From an optimization exercise on the open Yosys and OpenROAD flow, aimed at small area; shortcuts taken in it are not production practice.
The RTL was checked by simulation tests, not by an equivalence proof against the original design.
No activity file was given, so power comes from the tool's default toggle rates.

== run D ==
Design flash_bus_controller, start of the top module:
module flash_bus_controller #(
	parameter PERIOD			= 8,
	parameter NUM_OF_CHIPS 			= 4,
	parameter OP_WIDTH			= 5,
	parameter BUS_ADDR_WIDTH		= 40,
	parameter LENGTH_WIDTH			= 15
)
(
	input 	i_clk,
	input 	i_rst,
	output reg				o_busy,		 
	input 	[OP_WIDTH-1:0] 			i_operation,	 
	input 	[log2(NUM_OF_CHIPS)-1:0]	i_chip,		 
	input 	[BUS_ADDR_WIDTH-1:0] 		i_addr,		 
	input 	[LENGTH_WIDTH-1:0]		i_length,	 
	input 					i_start,	 
        output  [LENGTH_WIDTH-1:0]              o_sample_count,  
        output	[NUM_OF_CHIPS-1:0] 		o_chip_ready,	 
	output	[NUM_OF_CHIPS-1:0] 		o_chip_result,	 
	output	[NUM_OF_CHIPS-1:0] 		o_chip_exists,	 
        input [15:0] i_adc_sample_fifo_data,
        input        i_adc_sample_fifo_almost_empty,
        input        i_adc_sample_fifo_empty,
        output       o_adc_sample_fifo_re,
        input        i_adc_sample_fifo_valid,
	output [12:0] o_wr_buffer_addr,
	input  [15:0] i_wr_buffer_data,
	output [12:0] o_rd_buffer_addr,
	output [15:0] o_rd_buffer_data,
	output	      o_rd_buffer_we,
	input 	[7:0] 		  i_bus_data,
	output	[7:0]	 	  o_bus_data,
	output		 	  o_bus_data_tri_n,
	output			  o_bus_we_n,
	output			  o_bus_re_n,
	output [NUM_OF_CHIPS-1:0] o_bus_ces_n,
	output			  o_bus_cle,
	output			  o_bus_ale
);
Settings: LEC_CHECK=0, CAP_MARGIN=20, CORE_MARGIN=2, CORE_UTILIZATION=40, SLEW_MARGIN=20; clock period 8.0 ns.
standard.sh (not shown) runs the stock make flow with config.mk's settings and CLKGATE_MAP_FILE= SYNTH_SCRIPT=/design/flow/synth_recipe.tcl, a recipe that flattens the netlist after the stock synthesis.
==> flow/flow/run.sh <==
#!/bin/bash
# Own layout flow: the standard synthesis unchanged; its combinational
# cells re-mapped for area (flip-flops untouched, equivalence proved); then
# the standard ORFS steps with minimum-size port buffers and a CTS without
# dummy loads. If a layout attempt fails (e.g. a routing fault), the layout
# is redone from the floorplan at a lower utilization.
set -uo pipefail
WORK=$(pwd)
R=$WORK/orfs/results/$FLOW_PLATFORM/flash_bus_controller/base
mkdir -p "$WORK/resyn_logs"
bash standard.sh synth > synth_tool.log 2>&1 || exit 1
bash flow/resyn.sh "$R" "$WORK/resyn_logs" > resyn_tool.log 2>&1 || exit 1
n=0
for util in 65 58 50 45; do
  n=$((n+1))
  if bash standard.sh \
      "CORE_UTILIZATION=$util" \
      "BUFFER_PORTS_ARGS=-buffer_cell sky130_fd_sc_hd__buf_1" \
      "CTS_ARGS=-sink_clustering_enable -repair_clock_nets -dont_use_dummy_load -buf_list {sky130_fd_sc_hd__clkbuf_4 sky130_fd_sc_hd__clkbuf_8}" \
      finish > layout_tool_try$n.log 2>&1; then
    exit 0
  fi
  # keep the failed attempt's logs, then clear every result after synthesis
  mkdir -p "$WORK/failed_try$n"
  cp -r "$WORK/orfs/logs" "$WORK/failed_try$n/" 2>/dev/null || true
  find "$R" -maxdepth 1 -name '[2-6]_*' -exec rm -rf {} +
  rm -f "$R/route.guide" "$R/updated_clks.sdc" "$R/clock_period.txt.bak" "$WORK/out/final.def"
  find "$WORK/orfs/logs/$FLOW_PLATFORM/flash_bus_controller/base" -maxdepth 1 -name '[2-6]_*' -exec rm -f {} +
  find "$WORK/orfs/reports/$FLOW_PLATFORM/flash_bus_controller/base" -maxdepth 1 -name '[2-6]_*' -exec rm -f {} +
done
exit 1
Other scripts of this flow, unchanged in this note and not shown: flow/flow/abc1.script, flow/flow/abc2.script, flow/flow/cutff.py, flow/flow/resyn.sh
For run B, these inputs were changed with respect to run D:
diff --git a/flow/design.v b/flow/design.v
--- a/flow/design.v
+++ b/flow/design.v
@@ -228,19 +228,19 @@
 				if (ab[2])
 					state_n = (op[3] & ~op[2]) ? (op[0] ? S_WB : S_WHR) :         
 					          (~op[3] & op[1] & ~(op[2] & op[0])) ? S_ADL : S_CMD1;  
 				else
 					ab_n = ab + 3'd1;
 			end
 		end
 		S_CMD1: begin
 			dout_n = op[3] ? 8'h00 : op[0] ? 8'hD0 : op[1] ? 8'h10 : 8'h30;
-			if (~op[3] & (op[0] | ~op[1]))    
+			if (~op[3])    
 				ready_n = ready & ~dec;
 			if (end6) begin
 				cnt_n   = 4'd0;
 				state_n = ~op[3] ? S_WB : S_IDLE;
 			end
 		end
 		S_WHR: begin
 			b0_n = l0;
 			if (end8) begin
Run B does better than run D on total via count after detailed routing.
Summed area of non-filler cells in the final layout delta (run B -> run D): insignificant
Run B: area growth from synthesis to final layout is 0.18 points lower than what run D reported.
Wire length on met1: run B vs run D up 1.5%
Run B vs. run D: count of cell instances traversed by the critical path level; shortest period the worst path allows increased by 0.25 ns relative to the old numbers; number of standard cells in the layout, taps in and fillers out down about 0.9%; hold slack now sits lower.

---

flash_bus_controller, a different RTL version from the one above (not shown whole).
For scale: about 750 cells after synthesis, ~200 I/O pins, ~7700 µm² of cells after synthesis.
export LEC_CHECK = 0
export CAP_MARGIN = 20
export CORE_MARGIN = 2
export CORE_UTILIZATION = 40
export SLEW_MARGIN = 20
create_clock -name core_clock -period 8.0 [get_ports {i_clk}]
Scripts as last shown in full above: flow/flow/run.sh
Other scripts of this flow, unchanged in this note and not shown: flow/flow/abc1.script, flow/flow/abc2.script, flow/flow/cutff.py, flow/flow/resyn.sh
Change:
--- a/flow/design.v
+++ b/flow/design.v
@@ -69,16 +69,17 @@
 	reg [3:0]  op;             
 	reg [1:0]  chip;
 	reg [39:0] addr;
 	reg [2:0]  ab;             
 	reg [13:0] hi;             
 	reg        b0;             
 	reg        l0;             
 	reg [1:0]  so;             
+	reg        rs;             
 	reg [3:0]  ready, result, exists;
 	reg [14:0] scount;
 	reg        adc_re;
 	reg [13:0] wra;
 	reg [12:0] rda;
 	reg [15:0] rdd;
 	reg        rdwe;
 	reg [7:0]  bin;
@@ -102,23 +103,24 @@
 	wire [14:0] bc_m1 = bc - 15'd1;
 	wire        bc_is1 = (hi == 14'd0) & b0;
 	wire end6  = (cnt == 4'd5);
 	wire end8  = (cnt == 4'd7);
 	wire end9  = (cnt == 4'd8);
 	wire end13 = (cnt == 4'd12);
 	wire endrst = (cnt == 4'd7) & (hi == 14'd0);
 	wire [3:0] dec = 4'b0001 << chip;
-	wire [1:0] nc  = op_rs ? chip : chip + 2'd1;
+	wire [1:0] nc  = rs ? chip : chip + 2'd1;
 	wire [7:0] abyte = (ab == 3'd5) ? addr[7:0]   :
 	                   (ab == 3'd4) ? addr[15:8]  :
 	                   (ab == 3'd3) ? addr[23:16] :
 	                   (ab == 3'd2) ? addr[31:24] : addr[39:32];
 	reg [3:0]  state_n, cnt_n, op_n;
 	reg [1:0]  chip_n, so_n;
+	reg        rs_n;
 	reg [2:0]  ab_n;
 	reg [13:0] hi_n;
 	reg        b0_n, l0_n;
 	reg [3:0]  ready_n, result_n, exists_n;
 	reg [14:0] scount_n;
 	reg        adc_re_n;
 	reg [13:0] wra_n;
 	reg [12:0] rda_n;
@@ -127,16 +129,17 @@
 	reg [7:0]  dout_n;
 	reg        wra_step;
 	always @* begin
 		state_n  = state;
 		cnt_n    = cnt + 4'd1;
 		op_n     = op;
 		chip_n   = chip;
 		so_n     = so;
+		rs_n     = rs;
 		ab_n     = ab;
 		hi_n     = hi;
 		b0_n     = b0;
 		l0_n     = l0;
 		ready_n  = ready;
 		result_n = result;
 		exists_n = exists;
 		scount_n = scount;
@@ -149,39 +152,40 @@
 		rdwe_n   = 1'b0;
 		dout_n   = 8'h00;
 		o_busy   = 1'b1;
 		case (state)
 		S_RESET: begin
 			if (cnt == 4'd15)
 				hi_n = hi - 14'd1;
 			chip_n = 2'd3;
-			op_n   = 4'd2;
 			if (endrst) begin
 				ready_n = 4'hF;
 				cnt_n   = 4'd0;
 				state_n = S_SU0;
 			end
 		end
 		S_SU0: begin
 			cnt_n = 4'd0;
+			op_n  = 4'd0;
 			if (so == 2'd3) begin
 				state_n = S_IDLE;
 			end else if (ready[nc]) begin
 				state_n = S_SU1;
 			end else begin
-				op_n    = 4'd0;
+				rs_n    = 1'b1;
 				chip_n  = nc;
-				state_n = op_rs ? S_RSTAT : S_CMD0;
+				state_n = rs ? S_RSTAT : S_CMD0;
 			end
 		end
 		S_SU1: begin
 			cnt_n   = 4'd0;
 			op_n    = (so == 2'd0) ? 4'd2 : (so == 2'd1) ? 4'd3 : 4'd10;
 			chip_n  = nc;
+			rs_n    = 1'b0;
 			if (nc == 2'd3)
 				so_n = so + 2'd1;
 			state_n = S_CMD0;
 		end
 		S_IDLE: begin
 			cnt_n  = 4'd0;
 			o_busy = 1'b0;
 			op_n   = {i_operation[3] | i_operation[4], i_operation[2] | i_operation[4], i_operation[1:0]};
@@ -330,16 +334,17 @@
 	always @(posedge i_clk or posedge i_rst) begin
 		if (i_rst) begin
 			state  <= S_RESET;
 			cnt    <= 4'd0;
 			hi     <= 14'd7812;
 			b0     <= 1'b0;
 			l0     <= 1'b0;
 			so     <= 2'd0;
+			rs     <= 1'b0;
 			ready  <= 4'd0;
 			result <= 4'd0;
 			exists <= 4'd0;
 			scount <= 15'd0;
 			adc_re <= 1'b0;
 			wra    <= 14'd0;
 			rda    <= 13'd0;
 			rdd    <= 16'd0;
@@ -351,16 +356,17 @@
 			act    <= 1'b1;
 		end else begin
 			state  <= state_n;
 			cnt    <= cnt_n;
 			hi     <= hi_n;
 			b0     <= b0_n;
 			l0     <= l0_n;
 			so     <= so_n;
+			rs     <= rs_n;
 			ready  <= ready_n;
 			result <= result_n;
 			exists <= exists_n;
 			scount <= scount_n;
 			adc_re <= adc_re_n;
 			wra    <= wra_n;
 			rda    <= rda_n;
 			rdd    <= rdd_n;
Effect: Synthesized area rose slightly. Sequential power decreases by a quarter to a third. Setup slack is worse by 83 ps. Cell area rises slightly. Non-clock buffer count fell by 2. Combinational power fell by well over a third. Count of clock-buffer cells in the layout is unchanged. Global-route usage falls by 0.84 points. Synthesized cell count goes up by a few percent. Maximum frequency drops slightly. Final cell count rises slightly.

re-timing with driven ports:
The results above use ideal ports. As a check the final layouts listed here were re-extracted and re-timed, cells and wires unchanged.
Step 1 assumes that a clkbuf_16 drives the clock port and a buf_2 every other input.
Step 2 adds t to the input delays and takes it off the output delays; t is the mean of the earliest and latest rising clock arrival at the registers after step 1. Input paths then give back, and output paths get back, about the clock's delay inside the block.
a / b / c = ideal / step 1 / step 2; a / b = the first two.
run	t (ns)	setup slack, ns	worst data-port slew with drivers (ns)
run D	0.475	3.399 / 3.362 / 3.809	0.06
run B	0.480	3.145 / 3.105 / 2.891	0.06
the first run of note 2	0.478	2.999 / 2.960 / 3.438	0.06
the second run of note 2	0.486	2.916 / 2.880 / 3.093	0.05
After both steps setup and hold are still met in every run listed. For run B, which loses most, drivers alone change the setup slack by -0.040 ns; drivers and shift together by -0.254 ns.
